Context: an optimization exercise on an open-source flow, tuned for small area and a short achievable clock period. The choices shown serve that exercise and are no tape-out recipe.
At most, simulation tests tie the RTL to the original design; equivalence was not proved.
Only the layout flow was run in run 2; the RTL was not checked for function there.
No activity file was given, so power comes from the tool's default toggle rates.

## flow/design.v (module list and top-level ports; edited modules follow where they fit)
// module mac: 2721 lines
// module mac_fa: 4 lines
module mac (
    input  logic               i_nrst,
    input  logic               i_clk,
    input  logic signed  [7:0] i_a0, i_a1, i_a2, i_a3, i_a4, i_a5, i_a6, i_a7,
    input  logic signed  [7:0] i_b0, i_b1, i_b2, i_b3, i_b4, i_b5, i_b6, i_b7,
    output logic signed [18:0] o_res
);
  // ...
==> flow/flow/run.sh <==
#!/bin/bash
set -e
export BUFFER_PORTS_ARGS="-buffer_cell sky130_fd_sc_hd__buf_1"
sed -E 's/SETUP_SLACK_MARGIN=[-0-9.]+/SETUP_SLACK_MARGIN=0/' standard.sh > standard_fp.sh
bash standard_fp.sh synth floorplan > standard_fp.log 2>&1
bash standard.sh > standard.log 2>&1
==> flow/standard.sh <==
#!/bin/bash
# synth_recipe.tcl (not shown) runs the flow's synth.tcl, then flattens the netlist and writes it again
# the make line also repeats each setting of config.mk as NAME=value (left out here)
make -C /OpenROAD-flow-scripts/flow DESIGN_CONFIG=/design/flow/config.mk WORK_HOME=/design/flow/orfs CLKGATE_MAP_FILE= SYNTH_SCRIPT=/design/flow/synth_recipe.tcl "${@:-finish}"
==> flow/config.mk <==
export PLATFORM = sky130hd
export DESIGN_NAME = mac
export DESIGN_NICKNAME = mac
export VERILOG_FILES = /design/flow/design.v
export SDC_FILE = /design/flow/constraint.sdc
export NUM_CORES = 4
export LEC_CHECK = 0
export CAP_MARGIN = 0
export CORE_MARGIN = 5
export CORE_UTILIZATION = 60
export CTS_CLUSTER_DIAMETER = 100
export CTS_CLUSTER_SIZE = 30
export SETUP_SLACK_MARGIN = 2.8
export SLEW_MARGIN = 0
export SYNTH_HIERARCHICAL = 1
export SYNTH_MINIMUM_KEEP_SIZE = 0
==> flow/constraint.sdc <==
create_clock -name core_clock -period 5.5 [get_ports {i_clk}]
set_input_delay 1.1000 -clock core_clock [delete_from_list [all_inputs] [get_ports {i_clk}]]
set_output_delay 1.1000 -clock core_clock [all_outputs]
set_load 0.01 [all_outputs]
==> metrics.json, run 1 <==
{
  "finalMaxSlewViolations": 0,
  "synth_to_layout_area_growth_pct": 7.74,
  "met3WireLength_um": 7350,
  "grt.met1_usage_pct": 46.0,
  "die-height_um": 184,
  "nonClockInverterCount": 38,
  "route.vias.total": 11400,
  "crit_chain": "fa_1 -> fa_2 -> fa_2 -> fa_2 -> fa_1",
  "viasPerCell": 5.78,
  "powerDensity_mw_per_mm2": 610,
  "post-route-worst-setup-slack_ps": 2760,
  "drt-met1-wl_um": 21000,
  "grt_pass1_wl_um": 81200,
  "globalRoute.totalOverflow": 0,
  "yosys.area.top_type_share_pct": 53.4,
  "post-synth-top-count-cell": "sky130_fd_sc_hd__fa_1",
  "syn-mean-instance-area_um2": 11.9,
  "cellInternalPower_uw": 6580,
  "p_sw_share_pct": 45.0,
  "timing.max_slew.rel_slack_pct": 55.4,
  "clk_share_pct": 2.07,
  "layout.comb_gates.multi_input": 1149,
  "top_power_group": "combinational logic",
  "multiplexer_share_of_the_synthesized_area_pct": 0.275,
  "number_of_storage_elements_in_the_synthesis_netlist": 233,
  "synth_top_cells_by_area": "sky130_fd_sc_hd__fa_1 53%, sky130_fd_sc_hd__dfxtp_1 26%, sky130_fd_sc_hd__nand2_1 8.6%, sky130_fd_sc_hd__and2_1 4.0%, sky130_fd_sc_hd__clkbuf_1 2.4%",
  "outcome": "complete, no violations",
  "effective_utilization_at_floorplan_pct": 61.1,
  "synth_cell_types": 43,
  "irDropWorstVdd_mv": 0.373,
  "hold_path.startpoint": "r1[0]",
  "grt.busiest_layer": "met2",
  "bufs_w_o_clock": 148,
  "die_area_mm2": 0.0339,
  "finalWorstPathRequiredPeriod_ps": 2740,
  "worstReg2RegEnd": "r2[28]"
}
==> run 2, diff against run 1 <==
--- a/flow/design.v
+++ b/flow/design.v
@@ -2006,170 +2006,170 @@
     assign p512 = ~(i_a7[7] & i_b7[7]);
-    mac_fa us513 (.a(p1), .b(p129), .ci(p193), .s(s513), .co(c514));
-    mac_fa us515 (.a(p257), .b(p321), .ci(p385), .s(s515), .co(c516));
-    mac_fa us517 (.a(p130), .b(p137), .ci(p194), .s(s517), .co(c518));
-    mac_fa us519 (.a(p2), .b(p201), .ci(p258), .s(s519), .co(c520));
-    mac_fa us521 (.a(p265), .b(p322), .ci(p329), .s(s521), .co(c522));
-    mac_fa us523 (.a(p386), .b(p393), .ci(p450), .s(s523), .co(c524));
-    mac_fa us525 (.a(p457), .b(p66), .ci(p73), .s(s525), .co(c526));
-    mac_fa us527 (.a(p10), .b(p131), .ci(p138), .s(s527), .co(c528));
-    mac_fa us529 (.a(p145), .b(p17), .ci(p195), .s(s529), .co(c530));
-    mac_fa us531 (.a(p202), .b(p209), .ci(p259), .s(s531), .co(c532));
-    mac_fa us533 (.a(p266), .b(p273), .ci(p3), .s(s533), .co(c534));
-    mac_fa us535 (.a(p323), .b(p330), .ci(p337), .s(s535), .co(c536));
-    mac_fa us537 (.a(p387), .b(p394), .ci(p401), .s(s537), .co(c538));
-    mac_fa us539 (.a(p451), .b(p458), .ci(p465), .s(s539), .co(c540));
-    mac_fa us541 (.a(p67), .b(p74), .ci(p81), .s(s541), .co(c542));
-    mac_fa us543 (.a(p11), .b(p132), .ci(p139), .s(s543), .co(c544));
-    mac_fa us545 (.a(p146), .b(p153), .ci(p18), .s(s545), .co(c546));
-    mac_fa us547 (.a(p196), .b(p203), .ci(p210), .s(s547), .co(c548));
-    mac_fa us549 (.a(p217), .b(p25), .ci(p260), .s(s549), .co(c550));
-    mac_fa us551 (.a(p267), .b(p274), .ci(p281), .s(s551), .co(c552));
-    mac_fa us553 (.a(p324), .b(p331), .ci(p338), .s(s553), .co(c554));
-    mac_fa us555 (.a(p345), .b(p388), .ci(p395), .s(s555), .co(c556));
-    mac_fa us557 (.a(p4), .b(p402), .ci(p409), .s(s557), .co(c558));
-    mac_fa us559 (.a(p452), .b(p459), .ci(p466), .s(s559), .co(c560));
-    mac_fa us561 (.a(p473), .b(p68), .ci(p75), .s(s561), .co(c562));
-    mac_fa us563 (.a(p12), .b(p133), .ci(p140), .s(s563), .co(c564));
-    mac_fa us565 (.a(p147), .b(p154), .ci(p161), .s(s565), .co(c566));
-    mac_fa us567 (.a(p19), .b(p197), .ci(p204), .s(s567), .co(c568));
-    mac_fa us569 (.a(p211), .b(p218), .ci(p225), .s(s569), .co(c570));
-    mac_fa us571 (.a(p26), .b(p261), .ci(p268), .s(s571), .co(c572));
-    mac_fa us573 (.a(p275), .b(p282), .ci(p289), .s(s573), .co(c574));
-    mac_fa us575 (.a(p325), .b(p33), .ci(p332), .s(s575), .co(c576));
-    mac_fa us577 (.a(p339), .b(p346), .ci(p353), .s(s577), .co(c578));
-    mac_fa us579 (.a(p389), .b(p396), .ci(p403), .s(s579), .co(c580));
-    mac_fa us581 (.a(p410), .b(p417), .ci(p453), .s(s581), .co(c582));
-    mac_fa us583 (.a(p460), .b(p467), .ci(p474), .s(s583), .co(c584));
-    mac_fa us585 (.a(p481), .b(p5), .ci(p69), .s(s585), .co(c586));
-    mac_fa us587 (.a(p76), .b(p83), .ci(p90), .s(s587), .co(c588));
-    mac_fa us589 (.a(p105), .b(p13), .ci(p134), .s(s589), .co(c590));
-    mac_fa us591 (.a(p141), .b(p148), .ci(p155), .s(s591), .co(c592));
-    mac_fa us593 (.a(p162), .b(p169), .ci(p198), .s(s593), .co(c594));
-    mac_fa us595 (.a(p20), .b(p205), .ci(p212), .s(s595), .co(c596));
-    mac_fa us597 (.a(p219), .b(p226), .ci(p233), .s(s597), .co(c598));
-    mac_fa us599 (.a(p262), .b(p269), .ci(p27), .s(s599), .co(c600));
-    mac_fa us601 (.a(p276), .b(p283), .ci(p290), .s(s601), .co(c602));
-    mac_fa us603 (.a(p297), .b(p326), .ci(p333), .s(s603), .co(c604));
-    mac_fa us605 (.a(p34), .b(p340), .ci(p347), .s(s605), .co(c606));
-    mac_fa us607 (.a(p354), .b(p361), .ci(p390), .s(s607), .co(c608));
-    mac_fa us609 (.a(p397), .b(p404), .ci(p41), .s(s609), .co(c610));
-    mac_fa us611 (.a(p411), .b(p418), .ci(p425), .s(s611), .co(c612));
-    mac_fa us613 (.a(p454), .b(p461), .ci(p468), .s(s613), .co(c614));
-    mac_fa us615 (.a(p475), .b(p482), .ci(p489), .s(s615), .co(c616));
-    mac_fa us617 (.a(p6), .b(p70), .ci(p77), .s(s617), .co(c618));
-    mac_fa us619 (.a(p84), .b(p91), .ci(p98), .s(s619), .co(c620));
-    mac_fa us621 (.a(p106), .b(p113), .ci(p135), .s(s621), .co(c622));
-    mac_fa us623 (.a(p14), .b(p142), .ci(p149), .s(s623), .co(c624));
-    mac_fa us625 (.a(p156), .b(p163), .ci(p170), .s(s625), .co(c626));
-    mac_fa us627 (.a(p177), .b(p199), .ci(p206), .s(s627), .co(c628));
-    mac_fa us629 (.a(p21), .b(p213), .ci(p220), .s(s629), .co(c630));
-    mac_fa us631 (.a(p227), .b(p234), .ci(p241), .s(s631), .co(c632));
-    mac_fa us633 (.a(p263), .b(p270), .ci(p277), .s(s633), .co(c634));
-    mac_fa us635 (.a(p28), .b(p284), .ci(p291), .s(s635), .co(c636));
-    mac_fa us637 (.a(p298), .b(p305), .ci(p327), .s(s637), .co(c638));
-    mac_fa us639 (.a(p334), .b(p341), .ci(p348), .s(s639), .co(c640));
-    mac_fa us641 (.a(p35), .b(p355), .ci(p362), .s(s641), .co(c642));
-    mac_fa us643 (.a(p369), .b(p391), .ci(p398), .s(s643), .co(c644));
-    mac_fa us645 (.a(p405), .b(p412), .ci(p419), .s(s645), .co(c646));
-    mac_fa us647 (.a(p42), .b(p426), .ci(p433), .s(s647), .co(c648));
-    mac_fa us649 (.a(p455), .b(p462), .ci(p469), .s(s649), .co(c650));
-    mac_fa us651 (.a(p476), .b(p483), .ci(p49), .s(s651), .co(c652));
-    mac_fa us653 (.a(p490), .b(p497), .ci(p7), .s(s653), .co(c654));
-    mac_fa us655 (.a(p71), .b(p78), .ci(p85), .s(s655), .co(c656));
-    mac_fa us657 (.a(p100), .b(p107), .ci(p114), .s(s657), .co(c658));
-    mac_fa us659 (.a(p121), .b(p136), .ci(p143), .s(s659), .co(c660));
-    mac_fa us661 (.a(p15), .b(p150), .ci(p157), .s(s661), .co(c662));
-    mac_fa us663 (.a(p164), .b(p171), .ci(p178), .s(s663), .co(c664));
-    mac_fa us665 (.a(p185), .b(p200), .ci(p207), .s(s665), .co(c666));
-    mac_fa us667 (.a(p214), .b(p22), .ci(p221), .s(s667), .co(c668));
-    mac_fa us669 (.a(p228), .b(p235), .ci(p242), .s(s669), .co(c670));
-    mac_fa us671 (.a(p249), .b(p264), .ci(p271), .s(s671), .co(c672));
-    mac_fa us673 (.a(p278), .b(p285), .ci(p29), .s(s673), .co(c674));
-    mac_fa us675 (.a(p292), .b(p299), .ci(p306), .s(s675), .co(c676));
-    mac_fa us677 (.a(p313), .b(p328), .ci(p335), .s(s677), .co(c678));
-    mac_fa us679 (.a(p342), .b(p349), .ci(p356), .s(s679), .co(c680));
-    mac_fa us681 (.a(p36), .b(p363), .ci(p370), .s(s681), .co(c682));
-    mac_fa us683 (.a(p377), .b(p392), .ci(p399), .s(s683), .co(c684));
-    mac_fa us685 (.a(p406), .b(p413), .ci(p420), .s(s685), .co(c686));
-    mac_fa us687 (.a(p427), .b(p43), .ci(p434), .s(s687), .co(c688));
-    mac_fa us689 (.a(p441), .b(p456), .ci(p463), .s(s689), .co(c690));
-    mac_fa us691 (.a(p470), .b(p477), .ci(p484), .s(s691), .co(c692));
-    mac_fa us693 (.a(p491), .b(p498), .ci(p50), .s(s693), .co(c694));
-    mac_fa us695 (.a(p505), .b(p57), .ci(p72), .s(s695), .co(c696));
-    mac_fa us697 (.a(p79), .b(p8), .ci(p86), .s(s697), .co(c698));
-    mac_fa us699 (.a(p101), .b(p108), .ci(p115), .s(s699), .co(c700));
-    mac_fa us701 (.a(p122), .b(p144), .ci(p151), .s(s701), .co(c702));
-    mac_fa us703 (.a(p158), .b(p16), .ci(p165), .s(s703), .co(c704));
-    mac_fa us705 (.a(p172), .b(p179), .ci(p186), .s(s705), .co(c706));
-    mac_fa us707 (.a(p208), .b(p215), .ci(p222), .s(s707), .co(c708));
-    mac_fa us709 (.a(p229), .b(p23), .ci(p236), .s(s709), .co(c710));
-    mac_fa us711 (.a(p243), .b(p250), .ci(p272), .s(s711), .co(c712));
-    mac_fa us713 (.a(p279), .b(p286), .ci(p293), .s(s713), .co(c714));
-    mac_fa us715 (.a(p30), .b(p300), .ci(p307), .s(s715), .co(c716));
-    mac_fa us717 (.a(p314), .b(p336), .ci(p343), .s(s717), .co(c718));
-    mac_fa us719 (.a(p350), .b(p357), .ci(p364), .s(s719), .co(c720));
-    mac_fa us721 (.a(p37), .b(p371), .ci(p378), .s(s721), .co(c722));
-    mac_fa us723 (.a(p400), .b(p407), .ci(p414), .s(s723), .co(c724));
-    mac_fa us725 (.a(p421), .b(p428), .ci(p435), .s(s725), .co(c726));
-    mac_fa us727 (.a(p44), .b(p442), .ci(p464), .s(s727), .co(c728));
-    mac_fa us729 (.a(p471), .b(p478), .ci(p485), .s(s729), .co(c730));
-    mac_fa us731 (.a(p492), .b(p499), .ci(p506), .s(s731), .co(c732));
-    mac_fa us733 (.a(p51), .b(p58), .ci(p80), .s(s733), .co(c734));
-    mac_fa us735 (.a(p102), .b(p109), .ci(p116), .s(s735), .co(c736));
-    mac_fa us737 (.a(p123), .b(p152), .ci(p159), .s(s737), .co(c738));
-    mac_fa us739 (.a(p166), .b(p173), .ci(p180), .s(s739), .co(c740));
-    mac_fa us741 (.a(p187), .b(p216), .ci(p223), .s(s741), .co(c742));
-    mac_fa us743 (.a(p230), .b(p237), .ci(p24), .s(s743), .co(c744));
-    mac_fa us745 (.a(p244), .b(p251), .ci(p280), .s(s745), .co(c746));
-    mac_fa us747 (.a(p287), .b(p294), .ci(p301), .s(s747), .co(c748));
-    mac_fa us749 (.a(p308), .b(p31), .ci(p315), .s(s749), .co(c750));
-    mac_fa us751 (.a(p344), .b(p351), .ci(p358), .s(s751), .co(c752));
-    mac_fa us753 (.a(p365), .b(p372), .ci(p379), .s(s753), .co(c754));
-    mac_fa us755 (.a(p38), .b(p408), .ci(p415), .s(s755), .co(c756));
-    mac_fa us757 (.a(p422), .b(p429), .ci(p436), .s(s757), .co(c758));
-    mac_fa us759 (.a(p443), .b(p45), .ci(p472), .s(s759), .co(c760));
-    mac_fa us761 (.a(p479), .b(p486), .ci(p493), .s(s761), .co(c762));
-    mac_fa us763 (.a(p500), .b(p507), .ci(p52), .s(s763), .co(c764));
-    mac_fa us765 (.a(p59), .b(p88), .ci(p95), .s(s765), .co(c766));
-    mac_fa us767 (.a(p103), .b(p110), .ci(p117), .s(s767), .co(c768));
-    mac_fa us769 (.a(p124), .b(p160), .ci(p167), .s(s769), .co(c770));
-    mac_fa us771 (.a(p174), .b(p181), .ci(p188), .s(s771), .co(c772));
-    mac_fa us773 (.a(p224), .b(p231), .ci(p238), .s(s773), .co(c774));
-    mac_fa us775 (.a(p245), .b(p252), .ci(p288), .s(s775), .co(c776));
-    mac_fa us777 (.a(p295), .b(p302), .ci(p309), .s(s777), .co(c778));
-    mac_fa us779 (.a(p316), .b(p32), .ci(p352), .s(s779), .co(c780));
-    mac_fa us781 (.a(p359), .b(p366), .ci(p373), .s(s781), .co(c782));
-    mac_fa us783 (.a(p380), .b(p39), .ci(p416), .s(s783), .co(c784));
-    mac_fa us785 (.a(p423), .b(p430), .ci(p437), .s(s785), .co(c786));
-    mac_fa us787 (.a(p444), .b(p46), .ci(p480), .s(s787), .co(c788));
-    mac_fa us789 (.a(p487), .b(p494), .ci(p501), .s(s789), .co(c790));
-    mac_fa us791 (.a(p508), .b(p53), .ci(p60), .s(s791), .co(c792));
-    mac_fa us793 (.a(1'b0), .b(p104), .ci(p111), .s(s793), .co(c794));
-    mac_fa us795 (.a(p118), .b(p125), .ci(p168), .s(s795), .co(c796));
-    mac_fa us797 (.a(p175), .b(p182), .ci(p189), .s(s797), .co(c798));
-    mac_fa us799 (.a(p232), .b(p239), .ci(p246), .s(s799), .co(c800));
-    mac_fa us801 (.a(p253), .b(p296), .ci(p303), .s(s801), .co(c802));
-    mac_fa us803 (.a(p310), .b(p317), .ci(p360), .s(s803), .co(c804));
-    mac_fa us805 (.a(p367), .b(p374), .ci(p381), .s(s805), .co(c806));
-    mac_fa us807 (.a(p40), .b(p424), .ci(p431), .s(s807), .co(c808));
-    mac_fa us809 (.a(p438), .b(p445), .ci(p47), .s(s809), .co(c810));
-    mac_fa us811 (.a(p488), .b(p495), .ci(p502), .s(s811), .co(c812));
-    mac_fa us813 (.a(p509), .b(p54), .ci(p61), .s(s813), .co(c814));
-    mac_fa us815 (.a(p112), .b(p119), .ci(p126), .s(s815), .co(c816));
-    mac_fa us817 (.a(p176), .b(p183), .ci(p190), .s(s817), .co(c818));
-    mac_fa us819 (.a(p240), .b(p247), .ci(p254), .s(s819), .co(c820));
-    mac_fa us821 (.a(p304), .b(p311), .ci(p318), .s(s821), .co(c822));
-    mac_fa us823 (.a(p368), .b(p375), .ci(p382), .s(s823), .co(c824));
-    mac_fa us825 (.a(p432), .b(p439), .ci(p446), .s(s825), .co(c826));
-    mac_fa us827 (.a(p48), .b(p496), .ci(p503), .s(s827), .co(c828));
-    mac_fa us829 (.a(p510), .b(p55), .ci(p62), .s(s829), .co(c830));
-    mac_fa us831 (.a(p120), .b(p127), .ci(p184), .s(s831), .co(c832));
-    mac_fa us833 (.a(p191), .b(p248), .ci(p255), .s(s833), .co(c834));
-    mac_fa us835 (.a(p312), .b(p319), .ci(p376), .s(s835), .co(c836));
-    mac_fa us837 (.a(p383), .b(p440), .ci(p447), .s(s837), .co(c838));
-    mac_fa us839 (.a(p504), .b(p511), .ci(p56), .s(s839), .co(c840));
-    mac_fa us841 (.a(p128), .b(p192), .ci(p256), .s(s841), .co(c842));
-    mac_fa us843 (.a(p320), .b(p384), .ci(p448), .s(s843), .co(c844));
-    mac_fa us845 (.a(p449), .b(p65), .ci(s513), .s(s845), .co(c846));
-    mac_fa us847 (.a(p9), .b(c514), .ci(c516), .s(s847), .co(c848));
+    mac_fa us513 (.a(p1), .b(p65), .ci(p129), .s(s513), .co(c514));
+    mac_fa us515 (.a(p193), .b(p257), .ci(p321), .s(s515), .co(c516));
+    mac_fa us517 (.a(p2), .b(p9), .ci(p66), .s(s517), .co(c518));
+    mac_fa us519 (.a(p73), .b(p130), .ci(p137), .s(s519), .co(c520));
+    mac_fa us521 (.a(p194), .b(p201), .ci(p258), .s(s521), .co(c522));
+    mac_fa us523 (.a(p265), .b(p322), .ci(p329), .s(s523), .co(c524));
+    mac_fa us525 (.a(p386), .b(p393), .ci(p450), .s(s525), .co(c526));
+    mac_fa us527 (.a(p3), .b(p10), .ci(p17), .s(s527), .co(c528));
+    mac_fa us529 (.a(p67), .b(p74), .ci(p81), .s(s529), .co(c530));
+    mac_fa us531 (.a(p131), .b(p138), .ci(p145), .s(s531), .co(c532));
+    mac_fa us533 (.a(p195), .b(p202), .ci(p209), .s(s533), .co(c534));
+    mac_fa us535 (.a(p259), .b(p266), .ci(p273), .s(s535), .co(c536));
+    mac_fa us537 (.a(p323), .b(p330), .ci(p337), .s(s537), .co(c538));
+    mac_fa us539 (.a(p387), .b(p394), .ci(p401), .s(s539), .co(c540));
+    mac_fa us541 (.a(p451), .b(p458), .ci(p465), .s(s541), .co(c542));
+    mac_fa us543 (.a(p4), .b(p11), .ci(p18), .s(s543), .co(c544));
+    mac_fa us545 (.a(p25), .b(p68), .ci(p75), .s(s545), .co(c546));
+    mac_fa us547 (.a(p82), .b(p89), .ci(p132), .s(s547), .co(c548));
+    mac_fa us549 (.a(p139), .b(p146), .ci(p153), .s(s549), .co(c550));
+    mac_fa us551 (.a(p196), .b(p203), .ci(p210), .s(s551), .co(c552));
+    mac_fa us553 (.a(p217), .b(p260), .ci(p267), .s(s553), .co(c554));
+    mac_fa us555 (.a(p274), .b(p281), .ci(p324), .s(s555), .co(c556));
+    mac_fa us557 (.a(p331), .b(p338), .ci(p345), .s(s557), .co(c558));
+    mac_fa us559 (.a(p388), .b(p395), .ci(p402), .s(s559), .co(c560));
+    mac_fa us561 (.a(p409), .b(p452), .ci(p459), .s(s561), .co(c562));
+    mac_fa us563 (.a(p5), .b(p12), .ci(p19), .s(s563), .co(c564));
+    mac_fa us565 (.a(p26), .b(p33), .ci(p69), .s(s565), .co(c566));
+    mac_fa us567 (.a(p76), .b(p83), .ci(p90), .s(s567), .co(c568));
+    mac_fa us569 (.a(p97), .b(p133), .ci(p140), .s(s569), .co(c570));
+    mac_fa us571 (.a(p147), .b(p154), .ci(p161), .s(s571), .co(c572));
+    mac_fa us573 (.a(p197), .b(p204), .ci(p211), .s(s573), .co(c574));
+    mac_fa us575 (.a(p218), .b(p225), .ci(p261), .s(s575), .co(c576));
+    mac_fa us577 (.a(p268), .b(p275), .ci(p282), .s(s577), .co(c578));
+    mac_fa us579 (.a(p289), .b(p325), .ci(p332), .s(s579), .co(c580));
+    mac_fa us581 (.a(p339), .b(p346), .ci(p353), .s(s581), .co(c582));
+    mac_fa us583 (.a(p389), .b(p396), .ci(p403), .s(s583), .co(c584));
+    mac_fa us585 (.a(p410), .b(p417), .ci(p453), .s(s585), .co(c586));
+    mac_fa us587 (.a(p460), .b(p467), .ci(p474), .s(s587), .co(c588));
+    mac_fa us589 (.a(p6), .b(p13), .ci(p20), .s(s589), .co(c590));
+    mac_fa us591 (.a(p27), .b(p34), .ci(p41), .s(s591), .co(c592));
+    mac_fa us593 (.a(p70), .b(p77), .ci(p84), .s(s593), .co(c594));
+    mac_fa us595 (.a(p91), .b(p98), .ci(p105), .s(s595), .co(c596));
+    mac_fa us597 (.a(p134), .b(p141), .ci(p148), .s(s597), .co(c598));
+    mac_fa us599 (.a(p155), .b(p162), .ci(p169), .s(s599), .co(c600));
+    mac_fa us601 (.a(p198), .b(p205), .ci(p212), .s(s601), .co(c602));
+    mac_fa us603 (.a(p219), .b(p226), .ci(p233), .s(s603), .co(c604));
+    mac_fa us605 (.a(p262), .b(p269), .ci(p276), .s(s605), .co(c606));
+    mac_fa us607 (.a(p283), .b(p290), .ci(p297), .s(s607), .co(c608));
+    mac_fa us609 (.a(p326), .b(p333), .ci(p340), .s(s609), .co(c610));
+    mac_fa us611 (.a(p347), .b(p354), .ci(p361), .s(s611), .co(c612));
+    mac_fa us613 (.a(p390), .b(p397), .ci(p404), .s(s613), .co(c614));
+    mac_fa us615 (.a(p411), .b(p418), .ci(p425), .s(s615), .co(c616));
+    mac_fa us617 (.a(p454), .b(p461), .ci(p468), .s(s617), .co(c618));
+    mac_fa us619 (.a(p475), .b(p482), .ci(p489), .s(s619), .co(c620));
+    mac_fa us621 (.a(p7), .b(p14), .ci(p21), .s(s621), .co(c622));
+    mac_fa us623 (.a(p28), .b(p35), .ci(p42), .s(s623), .co(c624));
+    mac_fa us625 (.a(p49), .b(p71), .ci(p78), .s(s625), .co(c626));
+    mac_fa us627 (.a(p85), .b(p92), .ci(p99), .s(s627), .co(c628));
+    mac_fa us629 (.a(p106), .b(p113), .ci(p135), .s(s629), .co(c630));
+    mac_fa us631 (.a(p142), .b(p149), .ci(p156), .s(s631), .co(c632));
+    mac_fa us633 (.a(p163), .b(p170), .ci(p177), .s(s633), .co(c634));
+    mac_fa us635 (.a(p199), .b(p206), .ci(p213), .s(s635), .co(c636));
+    mac_fa us637 (.a(p220), .b(p227), .ci(p234), .s(s637), .co(c638));
+    mac_fa us639 (.a(p241), .b(p263), .ci(p270), .s(s639), .co(c640));
+    mac_fa us641 (.a(p277), .b(p284), .ci(p291), .s(s641), .co(c642));
+    mac_fa us643 (.a(p298), .b(p305), .ci(p327), .s(s643), .co(c644));
+    mac_fa us645 (.a(p334), .b(p341), .ci(p348), .s(s645), .co(c646));
+    mac_fa us647 (.a(p355), .b(p362), .ci(p369), .s(s647), .co(c648));
+    mac_fa us649 (.a(p391), .b(p398), .ci(p405), .s(s649), .co(c650));
+    mac_fa us651 (.a(p412), .b(p419), .ci(p426), .s(s651), .co(c652));
+    mac_fa us653 (.a(p433), .b(p455), .ci(p462), .s(s653), .co(c654));
+    mac_fa us655 (.a(p469), .b(p476), .ci(p483), .s(s655), .co(c656));
+    mac_fa us657 (.a(p8), .b(p15), .ci(p22), .s(s657), .co(c658));
+    mac_fa us659 (.a(p29), .b(p36), .ci(p43), .s(s659), .co(c660));
+    mac_fa us661 (.a(p50), .b(p57), .ci(p72), .s(s661), .co(c662));
+    mac_fa us663 (.a(p79), .b(p86), .ci(p93), .s(s663), .co(c664));
+    mac_fa us665 (.a(p100), .b(p107), .ci(p114), .s(s665), .co(c666));
+    mac_fa us667 (.a(p121), .b(p136), .ci(p143), .s(s667), .co(c668));
+    mac_fa us669 (.a(p150), .b(p157), .ci(p164), .s(s669), .co(c670));
+    mac_fa us671 (.a(p171), .b(p178), .ci(p185), .s(s671), .co(c672));
+    mac_fa us673 (.a(p200), .b(p207), .ci(p214), .s(s673), .co(c674));
+    mac_fa us675 (.a(p221), .b(p228), .ci(p235), .s(s675), .co(c676));
+    mac_fa us677 (.a(p242), .b(p249), .ci(p264), .s(s677), .co(c678));
+    mac_fa us679 (.a(p271), .b(p278), .ci(p285), .s(s679), .co(c680));
+    mac_fa us681 (.a(p292), .b(p299), .ci(p306), .s(s681), .co(c682));
+    mac_fa us683 (.a(p313), .b(p328), .ci(p335), .s(s683), .co(c684));
+    mac_fa us685 (.a(p342), .b(p349), .ci(p356), .s(s685), .co(c686));
+    mac_fa us687 (.a(p363), .b(p370), .ci(p377), .s(s687), .co(c688));
+    mac_fa us689 (.a(p392), .b(p399), .ci(p406), .s(s689), .co(c690));
+    mac_fa us691 (.a(p413), .b(p420), .ci(p427), .s(s691), .co(c692));
+    mac_fa us693 (.a(p434), .b(p441), .ci(p456), .s(s693), .co(c694));
+    mac_fa us695 (.a(p463), .b(p470), .ci(p477), .s(s695), .co(c696));
+    mac_fa us697 (.a(p484), .b(p491), .ci(p498), .s(s697), .co(c698));
+    mac_fa us699 (.a(p16), .b(p23), .ci(p30), .s(s699), .co(c700));
+    mac_fa us701 (.a(p37), .b(p44), .ci(p51), .s(s701), .co(c702));
+    mac_fa us703 (.a(p58), .b(p80), .ci(p87), .s(s703), .co(c704));
+    mac_fa us705 (.a(p94), .b(p101), .ci(p108), .s(s705), .co(c706));
+    mac_fa us707 (.a(p115), .b(p122), .ci(p144), .s(s707), .co(c708));
+    mac_fa us709 (.a(p151), .b(p158), .ci(p165), .s(s709), .co(c710));
+    mac_fa us711 (.a(p172), .b(p179), .ci(p186), .s(s711), .co(c712));
+    mac_fa us713 (.a(p208), .b(p215), .ci(p222), .s(s713), .co(c714));
+    mac_fa us715 (.a(p229), .b(p236), .ci(p243), .s(s715), .co(c716));
+    mac_fa us717 (.a(p250), .b(p272), .ci(p279), .s(s717), .co(c718));
+    mac_fa us719 (.a(p286), .b(p293), .ci(p300), .s(s719), .co(c720));
+    mac_fa us721 (.a(p307), .b(p314), .ci(p336), .s(s721), .co(c722));
+    mac_fa us723 (.a(p343), .b(p350), .ci(p357), .s(s723), .co(c724));
+    mac_fa us725 (.a(p364), .b(p371), .ci(p378), .s(s725), .co(c726));
+    mac_fa us727 (.a(p400), .b(p407), .ci(p414), .s(s727), .co(c728));
+    mac_fa us729 (.a(p421), .b(p428), .ci(p435), .s(s729), .co(c730));
+    mac_fa us731 (.a(p442), .b(p464), .ci(p471), .s(s731), .co(c732));
+    mac_fa us733 (.a(p478), .b(p485), .ci(p492), .s(s733), .co(c734));
+    mac_fa us735 (.a(p24), .b(p31), .ci(p38), .s(s735), .co(c736));
+    mac_fa us737 (.a(p45), .b(p52), .ci(p59), .s(s737), .co(c738));
+    mac_fa us739 (.a(p88), .b(p95), .ci(p102), .s(s739), .co(c740));
+    mac_fa us741 (.a(p109), .b(p116), .ci(p123), .s(s741), .co(c742));
+    mac_fa us743 (.a(p152), .b(p159), .ci(p166), .s(s743), .co(c744));
+    mac_fa us745 (.a(p173), .b(p180), .ci(p187), .s(s745), .co(c746));
+    mac_fa us747 (.a(p216), .b(p223), .ci(p230), .s(s747), .co(c748));
+    mac_fa us749 (.a(p237), .b(p244), .ci(p251), .s(s749), .co(c750));
+    mac_fa us751 (.a(p280), .b(p287), .ci(p294), .s(s751), .co(c752));
+    mac_fa us753 (.a(p301), .b(p308), .ci(p315), .s(s753), .co(c754));
+    mac_fa us755 (.a(p344), .b(p351), .ci(p358), .s(s755), .co(c756));
+    mac_fa us757 (.a(p365), .b(p372), .ci(p379), .s(s757), .co(c758));
+    mac_fa us759 (.a(p408), .b(p415), .ci(p422), .s(s759), .co(c760));
+    mac_fa us761 (.a(p429), .b(p436), .ci(p443), .s(s761), .co(c762));
+    mac_fa us763 (.a(p472), .b(p479), .ci(p486), .s(s763), .co(c764));
+    mac_fa us765 (.a(p493), .b(p500), .ci(p507), .s(s765), .co(c766));
+    mac_fa us767 (.a(p32), .b(p39), .ci(p46), .s(s767), .co(c768));
+    mac_fa us769 (.a(p53), .b(p60), .ci(p96), .s(s769), .co(c770));
+    mac_fa us771 (.a(p103), .b(p110), .ci(p117), .s(s771), .co(c772));
+    mac_fa us773 (.a(p124), .b(p160), .ci(p167), .s(s773), .co(c774));
+    mac_fa us775 (.a(p174), .b(p181), .ci(p188), .s(s775), .co(c776));
+    mac_fa us777 (.a(p224), .b(p231), .ci(p238), .s(s777), .co(c778));
+    mac_fa us779 (.a(p245), .b(p252), .ci(p288), .s(s779), .co(c780));
+    mac_fa us781 (.a(p295), .b(p302), .ci(p309), .s(s781), .co(c782));
+    mac_fa us783 (.a(p316), .b(p352), .ci(p359), .s(s783), .co(c784));
+    mac_fa us785 (.a(p366), .b(p373), .ci(p380), .s(s785), .co(c786));
+    mac_fa us787 (.a(p416), .b(p423), .ci(p430), .s(s787), .co(c788));
+    mac_fa us789 (.a(p437), .b(p444), .ci(p480), .s(s789), .co(c790));
+    mac_fa us791 (.a(p487), .b(p494), .ci(p501), .s(s791), .co(c792));
+    mac_fa us793 (.a(1'b0), .b(p40), .ci(p47), .s(s793), .co(c794));
+    mac_fa us795 (.a(p54), .b(p61), .ci(p104), .s(s795), .co(c796));
+    mac_fa us797 (.a(p111), .b(p118), .ci(p125), .s(s797), .co(c798));
+    mac_fa us799 (.a(p168), .b(p175), .ci(p182), .s(s799), .co(c800));
+    mac_fa us801 (.a(p189), .b(p232), .ci(p239), .s(s801), .co(c802));
+    mac_fa us803 (.a(p246), .b(p253), .ci(p296), .s(s803), .co(c804));
+    mac_fa us805 (.a(p303), .b(p310), .ci(p317), .s(s805), .co(c806));
+    mac_fa us807 (.a(p360), .b(p367), .ci(p374), .s(s807), .co(c808));
+    mac_fa us809 (.a(p381), .b(p424), .ci(p431), .s(s809), .co(c810));
+    mac_fa us811 (.a(p438), .b(p445), .ci(p488), .s(s811), .co(c812));
+    mac_fa us813 (.a(p495), .b(p502), .ci(p509), .s(s813), .co(c814));
+    mac_fa us815 (.a(p48), .b(p55), .ci(p62), .s(s815), .co(c816));
+    mac_fa us817 (.a(p112), .b(p119), .ci(p126), .s(s817), .co(c818));
+    mac_fa us819 (.a(p176), .b(p183), .ci(p190), .s(s819), .co(c820));
+    mac_fa us821 (.a(p240), .b(p247), .ci(p254), .s(s821), .co(c822));
+    mac_fa us823 (.a(p304), .b(p311), .ci(p318), .s(s823), .co(c824));
+    mac_fa us825 (.a(p368), .b(p375), .ci(p382), .s(s825), .co(c826));
+    mac_fa us827 (.a(p432), .b(p439), .ci(p446), .s(s827), .co(c828));
+    mac_fa us829 (.a(p496), .b(p503), .ci(p510), .s(s829), .co(c830));
+    mac_fa us831 (.a(p56), .b(p63), .ci(p120), .s(s831), .co(c832));
+    mac_fa us833 (.a(p127), .b(p184), .ci(p191), .s(s833), .co(c834));
+    mac_fa us835 (.a(p248), .b(p255), .ci(p312), .s(s835), .co(c836));
+    mac_fa us837 (.a(p319), .b(p376), .ci(p383), .s(s837), .co(c838));
+    mac_fa us839 (.a(p440), .b(p447), .ci(p504), .s(s839), .co(c840));
+    mac_fa us841 (.a(p64), .b(p128), .ci(p192), .s(s841), .co(c842));
+    mac_fa us843 (.a(p256), .b(p320), .ci(p384), .s(s843), .co(c844));
+    mac_fa us845 (.a(p385), .b(p449), .ci(s513), .s(s845), .co(c846));
+    mac_fa us847 (.a(p457), .b(c514), .ci(c516), .s(s847), .co(c848));
     mac_fa us849 (.a(s517), .b(s519), .ci(s521), .s(s849), .co(c850));
@@ -2179,3 +2179,3 @@
     mac_fa us857 (.a(s535), .b(s537), .ci(s539), .s(s857), .co(c858));
-    mac_fa us859 (.a(p82), .b(p89), .ci(c528), .s(s859), .co(c860));
+    mac_fa us859 (.a(p466), .b(p473), .ci(c528), .s(s859), .co(c860));
     mac_fa us861 (.a(c530), .b(c532), .ci(c534), .s(s861), .co(c862));
@@ -2185,3 +2185,3 @@
     mac_fa us869 (.a(s553), .b(s555), .ci(s557), .s(s869), .co(c870));
-    mac_fa us871 (.a(p97), .b(c544), .ci(c546), .s(s871), .co(c872));
+    mac_fa us871 (.a(p481), .b(c544), .ci(c546), .s(s871), .co(c872));
     mac_fa us873 (.a(c548), .b(c550), .ci(c552), .s(s873), .co(c874));
@@ -2202,3 +2202,3 @@
     mac_fa us903 (.a(s611), .b(s613), .ci(s615), .s(s903), .co(c904));
-    mac_fa us905 (.a(p92), .b(p99), .ci(c590), .s(s905), .co(c906));
+    mac_fa us905 (.a(p490), .b(p497), .ci(c590), .s(s905), .co(c906));
     mac_fa us907 (.a(c592), .b(c594), .ci(c596), .s(s907), .co(c908));
@@ -2214,3 +2214,3 @@
     mac_fa us927 (.a(s651), .b(s653), .ci(s655), .s(s927), .co(c928));
-    mac_fa us929 (.a(p93), .b(c622), .ci(c624), .s(s929), .co(c930));
+    mac_fa us929 (.a(p505), .b(c622), .ci(c624), .s(s929), .co(c930));
     mac_fa us931 (.a(c626), .b(c628), .ci(c630), .s(s931), .co(c932));
@@ -2227,3 +2227,3 @@
     mac_fa us953 (.a(s691), .b(s693), .ci(s695), .s(s953), .co(c954));
-    mac_fa us955 (.a(p87), .b(p94), .ci(c658), .s(s955), .co(c956));
+    mac_fa us955 (.a(p499), .b(p506), .ci(c658), .s(s955), .co(c956));
     mac_fa us957 (.a(c660), .b(c662), .ci(c664), .s(s957), .co(c958));
@@ -2251,3 +2251,3 @@
     mac_fa us1001 (.a(s759), .b(s761), .ci(s763), .s(s1001), .co(c1002));
-    mac_fa us1003 (.a(p96), .b(c736), .ci(c738), .s(s1003), .co(c1004));
+    mac_fa us1003 (.a(p508), .b(c736), .ci(c738), .s(s1003), .co(c1004));
     mac_fa us1005 (.a(c740), .b(c742), .ci(c744), .s(s1005), .co(c1006));
@@ -2275,3 +2275,3 @@
     mac_fa us1049 (.a(s823), .b(s825), .ci(s827), .s(s1049), .co(c1050));
-    mac_fa us1051 (.a(p63), .b(c816), .ci(c818), .s(s1051), .co(c1052));
+    mac_fa us1051 (.a(p511), .b(c816), .ci(c818), .s(s1051), .co(c1052));
     mac_fa us1053 (.a(c820), .b(c822), .ci(c824), .s(s1053), .co(c1054));
@@ -2279,3 +2279,3 @@
     mac_fa us1057 (.a(s831), .b(s833), .ci(s835), .s(s1057), .co(c1058));
-    mac_fa us1059 (.a(p512), .b(p64), .ci(c832), .s(s1059), .co(c1060));
+    mac_fa us1059 (.a(p448), .b(p512), .ci(c832), .s(s1059), .co(c1060));
     mac_fa us1061 (.a(c834), .b(c836), .ci(c838), .s(s1061), .co(c1062));
@@ -2329,8 +2329,8 @@
     mac_fa us1157 (.a(s983), .b(s985), .ci(s987), .s(s1157), .co(c1158));
-    mac_fa us1159 (.a(s989), .b(s991), .ci(s1001), .s(s1159), .co(c1160));
-    mac_fa us1161 (.a(s993), .b(s995), .ci(s997), .s(s1161), .co(c1162));
+    mac_fa us1159 (.a(s989), .b(s991), .ci(s993), .s(s1159), .co(c1160));
+    mac_fa us1161 (.a(s995), .b(s997), .ci(s999), .s(s1161), .co(c1162));
     mac_fa us1163 (.a(c982), .b(c984), .ci(c986), .s(s1163), .co(c1164));
     mac_fa us1165 (.a(c988), .b(c990), .ci(c992), .s(s1165), .co(c1166));
-    mac_fa us1167 (.a(c1000), .b(c1002), .ci(c994), .s(s1167), .co(c1168));
-    mac_fa us1169 (.a(c996), .b(c998), .ci(s1003), .s(s1169), .co(c1170));
+    mac_fa us1167 (.a(c994), .b(c996), .ci(c998), .s(s1167), .co(c1168));
+    mac_fa us1169 (.a(c1000), .b(c1002), .ci(s1003), .s(s1169), .co(c1170));
     mac_fa us1171 (.a(s1005), .b(s1007), .ci(s1009), .s(s1171), .co(c1172));
@@ -2458,3 +2458,3 @@
         r1[100] <= s1161;
-        r1[101] <= s999;
+        r1[101] <= s1001;
         r1[102] <= c1148;
@@ -2521,12 +2521,12 @@
     end
-    mac_fa us1213 (.a(r1[2]), .b(r1[3]), .ci(r1[4]), .s(s1213), .co(c1214));
-    mac_fa us1215 (.a(r1[5]), .b(r1[6]), .ci(r1[7]), .s(s1215), .co(c1216));
-    mac_fa us1217 (.a(r1[10]), .b(r1[11]), .ci(r1[12]), .s(s1217), .co(c1218));
-    mac_fa us1219 (.a(r1[13]), .b(r1[14]), .ci(r1[9]), .s(s1219), .co(c1220));
-    mac_fa us1221 (.a(r1[15]), .b(r1[16]), .ci(r1[17]), .s(s1221), .co(c1222));
-    mac_fa us1223 (.a(r1[18]), .b(r1[19]), .ci(r1[20]), .s(s1223), .co(c1224));
-    mac_fa us1225 (.a(r1[21]), .b(r1[22]), .ci(r1[23]), .s(s1225), .co(c1226));
-    mac_fa us1227 (.a(r1[25]), .b(r1[26]), .ci(r1[27]), .s(s1227), .co(c1228));
-    mac_fa us1229 (.a(r1[28]), .b(r1[29]), .ci(r1[30]), .s(s1229), .co(c1230));
-    mac_fa us1231 (.a(r1[31]), .b(r1[32]), .ci(r1[33]), .s(s1231), .co(c1232));
+    mac_fa us1213 (.a(r1[3]), .b(r1[4]), .ci(r1[2]), .s(s1213), .co(c1214));
+    mac_fa us1215 (.a(r1[8]), .b(r1[5]), .ci(r1[6]), .s(s1215), .co(c1216));
+    mac_fa us1217 (.a(r1[9]), .b(r1[10]), .ci(r1[11]), .s(s1217), .co(c1218));
+    mac_fa us1219 (.a(r1[12]), .b(r1[13]), .ci(r1[14]), .s(s1219), .co(c1220));
+    mac_fa us1221 (.a(r1[23]), .b(r1[24]), .ci(r1[15]), .s(s1221), .co(c1222));
+    mac_fa us1223 (.a(r1[16]), .b(r1[17]), .ci(r1[18]), .s(s1223), .co(c1224));
+    mac_fa us1225 (.a(r1[19]), .b(r1[20]), .ci(r1[21]), .s(s1225), .co(c1226));
+    mac_fa us1227 (.a(r1[35]), .b(r1[25]), .ci(r1[26]), .s(s1227), .co(c1228));
+    mac_fa us1229 (.a(r1[27]), .b(r1[28]), .ci(r1[29]), .s(s1229), .co(c1230));
+    mac_fa us1231 (.a(r1[30]), .b(r1[31]), .ci(r1[32]), .s(s1231), .co(c1232));
     mac_fa us1233 (.a(r1[36]), .b(r1[37]), .ci(r1[38]), .s(s1233), .co(c1234));
@@ -2535,19 +2535,19 @@
     mac_fa us1239 (.a(r1[45]), .b(r1[46]), .ci(r1[47]), .s(s1239), .co(c1240));
-    mac_fa us1241 (.a(r1[49]), .b(r1[50]), .ci(r1[51]), .s(s1241), .co(c1242));
-    mac_fa us1243 (.a(r1[52]), .b(r1[53]), .ci(r1[54]), .s(s1243), .co(c1244));
-    mac_fa us1245 (.a(r1[55]), .b(r1[56]), .ci(r1[57]), .s(s1245), .co(c1246));
-    mac_fa us1247 (.a(r1[58]), .b(r1[59]), .ci(r1[60]), .s(s1247), .co(c1248));
-    mac_fa us1249 (.a(r1[61]), .b(r1[62]), .ci(r1[63]), .s(s1249), .co(c1250));
-    mac_fa us1251 (.a(r1[66]), .b(r1[67]), .ci(r1[68]), .s(s1251), .co(c1252));
-    mac_fa us1253 (.a(r1[69]), .b(r1[70]), .ci(r1[71]), .s(s1253), .co(c1254));
-    mac_fa us1255 (.a(r1[72]), .b(r1[73]), .ci(r1[74]), .s(s1255), .co(c1256));
-    mac_fa us1257 (.a(r1[75]), .b(r1[76]), .ci(r1[77]), .s(s1257), .co(c1258));
-    mac_fa us1259 (.a(r1[78]), .b(r1[79]), .ci(r1[80]), .s(s1259), .co(c1260));
-    mac_fa us1261 (.a(r1[81]), .b(r1[82]), .ci(r1[83]), .s(s1261), .co(c1262));
-    mac_fa us1263 (.a(r1[100]), .b(r1[101]), .ci(r1[84]), .s(s1263), .co(c1264));
-    mac_fa us1265 (.a(r1[85]), .b(r1[86]), .ci(r1[87]), .s(s1265), .co(c1266));
-    mac_fa us1267 (.a(r1[88]), .b(r1[89]), .ci(r1[90]), .s(s1267), .co(c1268));
-    mac_fa us1269 (.a(r1[91]), .b(r1[92]), .ci(r1[93]), .s(s1269), .co(c1270));
-    mac_fa us1271 (.a(r1[94]), .b(r1[95]), .ci(r1[96]), .s(s1271), .co(c1272));
-    mac_fa us1273 (.a(r1[97]), .b(r1[98]), .ci(r1[99]), .s(s1273), .co(c1274));
+    mac_fa us1241 (.a(r1[64]), .b(r1[65]), .ci(r1[49]), .s(s1241), .co(c1242));
+    mac_fa us1243 (.a(r1[50]), .b(r1[51]), .ci(r1[52]), .s(s1243), .co(c1244));
+    mac_fa us1245 (.a(r1[53]), .b(r1[54]), .ci(r1[55]), .s(s1245), .co(c1246));
+    mac_fa us1247 (.a(r1[56]), .b(r1[57]), .ci(r1[58]), .s(s1247), .co(c1248));
+    mac_fa us1249 (.a(r1[59]), .b(r1[60]), .ci(r1[61]), .s(s1249), .co(c1250));
+    mac_fa us1251 (.a(r1[83]), .b(r1[66]), .ci(r1[67]), .s(s1251), .co(c1252));
+    mac_fa us1253 (.a(r1[68]), .b(r1[69]), .ci(r1[70]), .s(s1253), .co(c1254));
+    mac_fa us1255 (.a(r1[71]), .b(r1[72]), .ci(r1[73]), .s(s1255), .co(c1256));
+    mac_fa us1257 (.a(r1[74]), .b(r1[75]), .ci(r1[76]), .s(s1257), .co(c1258));
+    mac_fa us1259 (.a(r1[77]), .b(r1[78]), .ci(r1[79]), .s(s1259), .co(c1260));
+    mac_fa us1261 (.a(r1[80]), .b(r1[81]), .ci(r1[82]), .s(s1261), .co(c1262));
+    mac_fa us1263 (.a(r1[101]), .b(r1[84]), .ci(r1[85]), .s(s1263), .co(c1264));
+    mac_fa us1265 (.a(r1[86]), .b(r1[87]), .ci(r1[88]), .s(s1265), .co(c1266));
+    mac_fa us1267 (.a(r1[89]), .b(r1[90]), .ci(r1[91]), .s(s1267), .co(c1268));
+    mac_fa us1269 (.a(r1[92]), .b(r1[93]), .ci(r1[94]), .s(s1269), .co(c1270));
+    mac_fa us1271 (.a(r1[95]), .b(r1[96]), .ci(r1[97]), .s(s1271), .co(c1272));
+    mac_fa us1273 (.a(r1[98]), .b(r1[99]), .ci(r1[100]), .s(s1273), .co(c1274));
     mac_fa us1275 (.a(r1[102]), .b(r1[103]), .ci(r1[104]), .s(s1275), .co(c1276));
@@ -2567,6 +2567,6 @@
     mac_fa us1303 (.a(r1[147]), .b(r1[148]), .ci(r1[149]), .s(s1303), .co(c1304));
-    mac_fa us1305 (.a(r1[150]), .b(r1[151]), .ci(r1[152]), .s(s1305), .co(c1306));
-    mac_fa us1307 (.a(r1[153]), .b(r1[154]), .ci(r1[155]), .s(s1307), .co(c1308));
-    mac_fa us1309 (.a(r1[157]), .b(r1[158]), .ci(r1[159]), .s(s1309), .co(c1310));
-    mac_fa us1311 (.a(r1[64]), .b(r1[65]), .ci(c1234), .s(s1311), .co(c1312));
+    mac_fa us1305 (.a(r1[156]), .b(r1[150]), .ci(r1[151]), .s(s1305), .co(c1306));
+    mac_fa us1307 (.a(r1[152]), .b(r1[153]), .ci(r1[154]), .s(s1307), .co(c1308));
+    mac_fa us1309 (.a(r1[160]), .b(r1[161]), .ci(r1[157]), .s(s1309), .co(c1310));
+    mac_fa us1311 (.a(r1[62]), .b(r1[63]), .ci(c1234), .s(s1311), .co(c1312));
     mac_fa us1313 (.a(c1242), .b(c1244), .ci(c1246), .s(s1313), .co(c1314));
@@ -2582,3 +2582,3 @@
     mac_fa us1333 (.a(r1[139]), .b(r1[140]), .ci(c1286), .s(s1333), .co(c1334));
-    mac_fa us1335 (.a(r1[34]), .b(r1[35]), .ci(c1222), .s(s1335), .co(c1336));
+    mac_fa us1335 (.a(r1[33]), .b(r1[34]), .ci(c1222), .s(s1335), .co(c1336));
     mac_fa us1337 (.a(r1[48]), .b(c1228), .ci(c1230), .s(s1337), .co(c1338));
@@ -2605,4 +2605,4 @@
     mac_fa us1379 (.a(s1299), .b(s1301), .ci(s1303), .s(s1379), .co(c1380));
-    mac_fa us1381 (.a(r1[156]), .b(c1300), .ci(c1302), .s(s1381), .co(c1382));
-    mac_fa us1383 (.a(r1[24]), .b(c1218), .ci(c1220), .s(s1383), .co(c1384));
+    mac_fa us1381 (.a(r1[155]), .b(c1300), .ci(c1302), .s(s1381), .co(c1382));
+    mac_fa us1383 (.a(r1[22]), .b(c1218), .ci(c1220), .s(s1383), .co(c1384));
     mac_fa us1385 (.a(c1224), .b(c1226), .ci(s1227), .s(s1385), .co(c1386));
@@ -2611,3 +2611,3 @@
     mac_fa us1391 (.a(c1336), .b(s1337), .ci(s1339), .s(s1391), .co(c1392));
-    mac_fa us1393 (.a(c1338), .b(c1340), .ci(s1311), .s(s1393), .co(c1394));
+    mac_fa us1393 (.a(c1338), .b(s1311), .ci(c1340), .s(s1393), .co(c1394));
     mac_fa us1395 (.a(s1341), .b(s1343), .ci(s1345), .s(s1395), .co(c1396));
@@ -2627,3 +2627,3 @@
     mac_fa us1423 (.a(c1378), .b(c1380), .ci(s1381), .s(s1423), .co(c1424));
-    mac_fa us1425 (.a(r1[160]), .b(r1[161]), .ci(c1306), .s(s1425), .co(c1426));
+    mac_fa us1425 (.a(r1[158]), .b(r1[159]), .ci(c1306), .s(s1425), .co(c1426));
     mac_fa us1427 (.a(c1308), .b(s1309), .ci(c1382), .s(s1427), .co(c1428));
@@ -2646,3 +2646,3 @@
         r2[2] <= s1213;
-        r2[3] <= r1[8];
+        r2[3] <= r1[7];
         r2[4] <= c1214;
@@ -2696,14 +2696,14 @@
     mac_fa us1459 (.a(r2[10]), .b(r2[11]), .ci(r2[9]), .s(s1459), .co(c1460));
-    mac_fa us1461 (.a(r2[12]), .b(r2[13]), .ci(r2[14]), .s(s1461), .co(c1462));
-    mac_fa us1463 (.a(r2[15]), .b(r2[16]), .ci(r2[17]), .s(s1463), .co(c1464));
-    mac_fa us1465 (.a(r2[18]), .b(r2[19]), .ci(r2[20]), .s(s1465), .co(c1466));
-    mac_fa us1467 (.a(r2[21]), .b(r2[22]), .ci(r2[23]), .s(s1467), .co(c1468));
-    mac_fa us1469 (.a(r2[24]), .b(r2[25]), .ci(r2[26]), .s(s1469), .co(c1470));
-    mac_fa us1471 (.a(r2[27]), .b(r2[28]), .ci(r2[29]), .s(s1471), .co(c1472));
-    mac_fa us1473 (.a(r2[30]), .b(r2[31]), .ci(r2[32]), .s(s1473), .co(c1474));
-    mac_fa us1475 (.a(r2[33]), .b(r2[34]), .ci(r2[35]), .s(s1475), .co(c1476));
-    mac_fa us1477 (.a(r2[36]), .b(r2[37]), .ci(r2[38]), .s(s1477), .co(c1478));
-    mac_fa us1479 (.a(r2[39]), .b(r2[40]), .ci(r2[41]), .s(s1479), .co(c1480));
-    mac_fa us1481 (.a(r2[42]), .b(r2[43]), .ci(r2[44]), .s(s1481), .co(c1482));
-    mac_fa us1483 (.a(r2[45]), .b(r2[46]), .ci(r2[47]), .s(s1483), .co(c1484));
+    mac_fa us1461 (.a(r2[14]), .b(r2[12]), .ci(r2[13]), .s(s1461), .co(c1462));
+    mac_fa us1463 (.a(r2[17]), .b(r2[15]), .ci(r2[16]), .s(s1463), .co(c1464));
+    mac_fa us1465 (.a(r2[20]), .b(r2[18]), .ci(r2[19]), .s(s1465), .co(c1466));
+    mac_fa us1467 (.a(r2[23]), .b(r2[21]), .ci(r2[22]), .s(s1467), .co(c1468));
+    mac_fa us1469 (.a(r2[26]), .b(r2[24]), .ci(r2[25]), .s(s1469), .co(c1470));
+    mac_fa us1471 (.a(r2[29]), .b(r2[27]), .ci(r2[28]), .s(s1471), .co(c1472));
+    mac_fa us1473 (.a(r2[32]), .b(r2[30]), .ci(r2[31]), .s(s1473), .co(c1474));
+    mac_fa us1475 (.a(r2[35]), .b(r2[33]), .ci(r2[34]), .s(s1475), .co(c1476));
+    mac_fa us1477 (.a(r2[38]), .b(r2[36]), .ci(r2[37]), .s(s1477), .co(c1478));
+    mac_fa us1479 (.a(r2[41]), .b(r2[39]), .ci(r2[40]), .s(s1479), .co(c1480));
+    mac_fa us1481 (.a(r2[44]), .b(r2[42]), .ci(r2[43]), .s(s1481), .co(c1482));
+    mac_fa us1483 (.a(r2[47]), .b(r2[45]), .ci(r2[46]), .s(s1483), .co(c1484));
     assign nx = {1'b0, c1484, c1482, c1480, c1478, c1476, c1474, c1472, c1470, c1468, c1466, c1464, c1462, c1460, c1458, c1456, s1455, r2[2], r2[0]};
--- a/flow/config.mk
+++ b/flow/config.mk
@@ -7,9 +7,7 @@
 export LEC_CHECK = 0
-export CAP_MARGIN = 0
+export CAP_MARGIN = 20
 export CORE_MARGIN = 5
 export CORE_UTILIZATION = 60
-export CTS_CLUSTER_DIAMETER = 100
-export CTS_CLUSTER_SIZE = 30
 export SETUP_SLACK_MARGIN = 2.8
-export SLEW_MARGIN = 0
+export SLEW_MARGIN = 20
 export SYNTH_HIERARCHICAL = 1
==> metrics.json, run 2 <==
{
  "synth_top_cells_by_area": {"value": "sky130_fd_sc_hd__fa_1 53%, sky130_fd_sc_hd__dfxtp_1 26%, sky130_fd_sc_hd__nand2_1 8.6%, sky130_fd_sc_hd__and2_1 4.0%, sky130_fd_sc_hd__clkbuf_1 2.4%", "change": "unchanged"},
  "outcome": {"value": "complete, no violations", "change": "unchanged"},
  "hold_path.class": {"value": "reg2reg", "change": "unchanged"},
  "fmaxAchievable": {"value": 366, "unit": "MHz", "change": "was 365 MHz"},
  "finClkSkew": {"value": 13.4, "unit": "ps", "change": "was 29.8 ps"},
  "registers.top_by_ff_count": {"value": "r1", "change": "unchanged"},
  "fp.dieW": {"value": 184, "unit": "um", "change": "unchanged"},
  "finalSetupViolations": {"value": 0, "change": "unchanged"},
  "post_route_cells_drive_above_1_share": {"value": 14.1, "unit": "%", "change": "was 13.4%"},
  "synth_cell_types": {"value": 43, "change": "unchanged"},
  "die-height": {"value": 184, "unit": "um", "change": "unchanged"},
  "finalMaxSlewViolations": {"value": 0, "change": "unchanged"},
  "final_nets": {"value": 2231, "change": "was 2217"},
  "holdBufCountCts": {"value": 0, "change": "unchanged"},
  "synth-edff-count": {"value": 0, "change": "unchanged"},
  "hold_violations": {"value": 0, "change": "unchanged"},
  "post-layout-total-power": {"value": 13000, "unit": "uW", "change": "was 12000 uW"},
  "r2r_setup_slack": {"value": 2770, "unit": "ps", "change": "was 2760 ps"},
  "track_usage": {"value": 32.8, "unit": "%", "change": "was 33.4%"},
  "finalWorstPathRequiredPeriod": {"value": 2730, "unit": "ps", "change": "was 2740 ps"},
  "reg_to_reg_start": {"value": "r1[106]", "change": "was r1[79]"},
  "per_cell_routed_wire_length": {"value": 26.4, "unit": "um", "change": "was 27.4 um"},
  "detailedRoute.firstPassIterationCount": {"value": 5, "change": "unchanged"},
  "design.portCount": {"value": 149, "change": "unchanged"},
  "total_leakage_power": {"value": 0.00787, "unit": "uW", "change": "was 0.00758 uW"},
  "wirelength": {"value": 53000, "unit": "um", "change": "was 54200 um"},
  "hold_path.startpoint": {"value": "r1[1]", "change": "was r1[0]"},
  "core_area": {"value": 0.0298, "unit": "mm2", "change": "unchanged"},
  "mostFrequentLayoutCells": {"value": "450 x sky130_fd_sc_hd__fa_1, 414 x sky130_fd_sc_hd__nand2_1, 223 x sky130_fd_sc_hd__dfxtp_1", "change": "was 435 x sky130_fd_sc_hd__fa_1, 415 x sky130_fd_sc_hd__nand2_1, 225 x sky130_fd_sc_hd__dfxtp_1"},
  "pin_count_of_the_biggest_net_entering_global_routing": {"value": 18, "change": "was 31"},
  "max_cap_viols": {"value": 0, "change": "unchanged"},
  "powerDensity": {"value": 648, "unit": "mW/mm2", "change": "was 610 mW/mm2"},
  "cts_made_buffers": {"value": 27, "change": "was 13"},
  "critical_path.n_buffers_inverters": {"value": 0, "change": "unchanged"},
  "globalRoute.totalOverflow": {"value": 0, "change": "unchanged"},
  "synth_commonest_cells": {"value": "486 x sky130_fd_sc_hd__fa_1, 415 x sky130_fd_sc_hd__nand2_1, 233 x sky130_fd_sc_hd__dfxtp_1", "change": "unchanged"},
  "crit_path_top_delay_cell": {"value": "sky130_fd_sc_hd__fa_2", "change": "unchanged"},
  "antenna_violation_net_count_after_detailed_routing": {"value": 0, "change": "unchanged"},
  "hold_path_depth": {"value": 0, "change": "unchanged"},
  "crit_arrival": {"value": 3140, "unit": "ps", "change": "was 3120 ps"},
  "number_of_antenna_violations_at_the_first_check_in_global_routing": {"value": 6, "change": "was 1"},
  "die_area": {"value": 0.0339, "unit": "mm2", "change": "unchanged"},
  "slew_at_the_pin_closest_to_its_max_slew_limit": {"value": 686, "unit": "ps", "change": "was 669 ps"},
  "post-synth-top-count-cell": {"value": "sky130_fd_sc_hd__fa_1", "change": "unchanged"},
  "effective_utilization_at_floorplan": {"value": 61.1, "unit": "%", "change": "unchanged"},
  "slowest_cell_delay_on_critical_path": {"value": 560, "unit": "ps", "change": "was 570 ps"},
  "setup_total_negative_slack": {"value": 0, "unit": "ps", "change": "unchanged"},
  "floorplan.rows": {"value": 63, "change": "unchanged"},
  "drt_iter0_markers": {"value": 1010, "change": "was 989"},
  "syn-instance-count": {"value": 1531, "change": "unchanged"},
  "timing.critical_path.mode_cell": {"value": "sky130_fd_sc_hd__fa_2", "change": "unchanged"},
  "number_of_storage_elements_in_the_synthesis_netlist": {"value": 233, "change": "unchanged"},
  "rsz0062_at_grt": {"value": "true", "change": "unchanged"},
  "worst_skew_pair.late_latency": {"value": 540, "unit": "ps", "change": "was 490 ps"},
  "port_buffers": {"value": 148, "change": "unchanged"},
  "drc": {"value": 0, "change": "unchanged"},
  "end_kind": {"value": "register", "change": "unchanged"},
  "critical_path.startpoint_type": {"value": "register", "change": "unchanged"},
  "synth-async-reset-ratio": {"value": 0, "unit": "%", "change": "unchanged"},
  "synthesis.area": {"value": 0.0182, "unit": "mm2", "change": "unchanged"},
  "crit_path_max_fanout": {"value": 1, "change": "unchanged"},
  "critPathRequiredTime": {"value": 5910, "unit": "ps", "change": "was 5880 ps"},
  "setup.worst_path.class": {"value": "reg2reg", "change": "unchanged"},
  "tritoncts": {"value": "built", "change": "unchanged"},
  "route.vias.total": {"value": 11400, "change": "about the same"},
  "cts_max_level": {"value": 1, "change": "unchanged"},
  "worst_r2r_path_depth": {"value": 5, "change": "unchanged"},
  "synth_sequential_area_ratio": {"value": 25.6, "unit": "%", "change": "unchanged"},
  "yosys.area.top_type_share": {"value": 53.4, "unit": "%", "change": "unchanged"},
  "numClockSinks": {"value": 233, "change": "unchanged"},
  "irDropWorstVdd": {"value": 0.364, "unit": "mV", "change": "was 0.373 mV"},
  "clock_tree.root_cell": {"value": "sky130_fd_sc_hd__clkbuf_16", "change": "unchanged"},
  "layout_worst_path_cycle_share": {"value": 49.7, "unit": "%", "change": "was 49.8%"},
  "max-clock-path-buffers": {"value": 3, "change": "unchanged"},
  "worstReg2RegEnd": {"value": "r2[31]", "change": "was r2[28]"},
  "dp.final_hpwl": {"value": 46000, "unit": "um", "change": "was 46500 um"},
  "finalWeightedCongestion": {"value": 0.948, "change": "was 0.971"},
  "yosys_warnings": {"value": 7, "change": "unchanged"},
  "whs_endpoint": {"value": "r2[1]", "change": "was r2[0]"},
  "cts.reportedPaths.clkPinSlew": {"value": 60, "unit": "ps", "change": "was 110 ps"},
  "viasPerCell": {"value": 5.67, "change": "was 5.78"},
  "syn-mean-instance-area": {"value": 11.9, "unit": "um2", "change": "unchanged"},
  "crit_chain": {"value": "fa_2 -> fa_2 -> fa_2 -> fa_2 -> fa_1", "change": "was fa_1 -> fa_2 -> fa_2 -> fa_2 -> fa_1"},
  "layout_top_registers": {"value": "r1 x163, r2 x49, res x19", "change": "unchanged"},
  "cp_top_family": {"value": "adder cells", "change": "unchanged"},
  "timing.max_slew.rel_slack": {"value": 54.3, "unit": "%", "change": "was 55.4%"},
  "largest_register_ffs": {"value": 163, "change": "unchanged"},
  "synth_to_layout_area_growth": {"value": 10.5, "unit": "%", "change": "was 7.74%"},
  "top_ff_cell_synth": {"value": "sky130_fd_sc_hd__dfxtp_1", "change": "unchanged"},
  "netlist.top_cell.by_area": {"value": "sky130_fd_sc_hd__fa_1", "change": "unchanged"},
  "grt_pass1_wl": {"value": 80400, "unit": "um", "change": "was 81200 um"},
  "first_global_vias": {"value": 12900, "change": "was 12700"},
  "mostFrequentLayoutCell": {"value": "sky130_fd_sc_hd__fa_1", "change": "unchanged"}
}
## run 2: cell types whose count changed in the layout (fill, tap and decap cells not counted), sizes merged
cell | previous run | this run
bufinv | 0 | 5
clkinvlp | 0 | 3
clkinv | 3 | 5
clkbuf | 41 | 53
diode | 0 | 1
buf | 120 | 129
## run 2: cell families after synthesis
logic type | Yosys count | synth area share [%]
flops | 233 | 25.6
buf+inv | 156 | 3.22
simple gates | 572 | 13.9
xor+xnor | 7 | 0.337
fa+ha+maj | 504 | 54.7
other cells | 2 | 0.0412
compound gates | 52 | 1.99
mux | 5 | 0.275
## run 2: worst max path at each step
stage | from | to | slack, ps | depth (start not counted)
2_1_floorplan | i_b1[0] | r1[63] | 2470 | 5
3_3_place_gp | i_b4[4] | r1[100] | 2000 | 5
3_5_place_dp | i_b4[4] | r1[100] | 1990 | 5
4_1_cts | i_b5[7] | r1[100] | 2730 | 5
5_1_grt | r1[68] | r2[28] | 2720 | 5
6_report | r1[106] | r2[31] | 2770 | 5
## run 2: cell type report
cell class | count | area [um2]
Clock inverter | 14 | 218
Tap cell | 390 | 488
Sequential cell | 233 | 4680
Antenna cell | 1 | 2.50
Multi-Input combinational cell | 1149 | 13100
Timing Repair Buffer | 148 | 738
Inverter | 38 | 143
Fill cell | 2237 | 9680
Clock buffer | 34 | 762
## run 2: Yosys stat by module (local to each module, per instance)
module / flip-flops and latches / cells inside / times used
mac: 233 / 1045 / 1
mac_fa: 0 / 1 / 486
## run 2: layer usage
| metal | vias up | wire, um | track usage, % |
|---|---|---|---|
| met1 | 5992 | 21600 | 46.2 |
| met4 | 8 | 786 | 4.26 |
| met3 | 78 | 5250 | 9.06 |
| met2 | 573 | 25300 | 53.7 |
| met5 | - | 46 | 0 |
| li1 | 4724 | - | - |
## run 2: report_power, final
group	leakage, uW	switching, uW	internal, uW
sequential	0.00195	448	2570
combinational	0.00544	4450	3600
clock	0.000473	746	1220
## run 2: timing repair
action,in CTS,in global routing
endpoints found under the hold margin,0,0
gates resized for setup,147,43
buffers inserted,0,0
pin swaps,7,19
endpoints found under the setup margin,90,33
## run 2: per-stage QoR
stage          hold slack [ps]  worst slack [ps]  instance area (um2)  cells  util, %
6_report                   328              2770                20100   2007     67.5
5_1_grt                    347              2720                20100   2007     67.5
4_1_cts                    328              2730                20000   2006     67.2
3_5_place_dp               314              1990                18800   1958     63.2
3_3_place_gp               314              2000                18800   1958     63.2
2_1_floorplan              310              2470                18200   1538        -

==> static timing again, ports no longer ideal <==
No port has a modelled driver above. Below, the same layouts with a new extraction and two added sets of constraints. Step 1 assumes that a clkbuf_16 drives the clock port and a buf_2 every other input. Step 2 also shifts input and output timing later by t, the mid clock arrival at the registers, as if the neighbouring blocks saw the same clock. Three values: ideal ports, drivers, drivers and shift; two values: the first two.
run	t (ns)	setup WS [ns]	worst hold slack (ns)
run 1	0.528	2.761 / 2.761 / 2.269	0.340 / 0.340 / 0.340
run 2	0.582	2.768 / 2.768 / 2.229	0.328 / 0.328 / 0.328
After both steps every run listed still meets setup and hold. The setup slack of run 2, which loses most, moves by 0.000 ns with the drivers and by -0.539 ns with both steps.
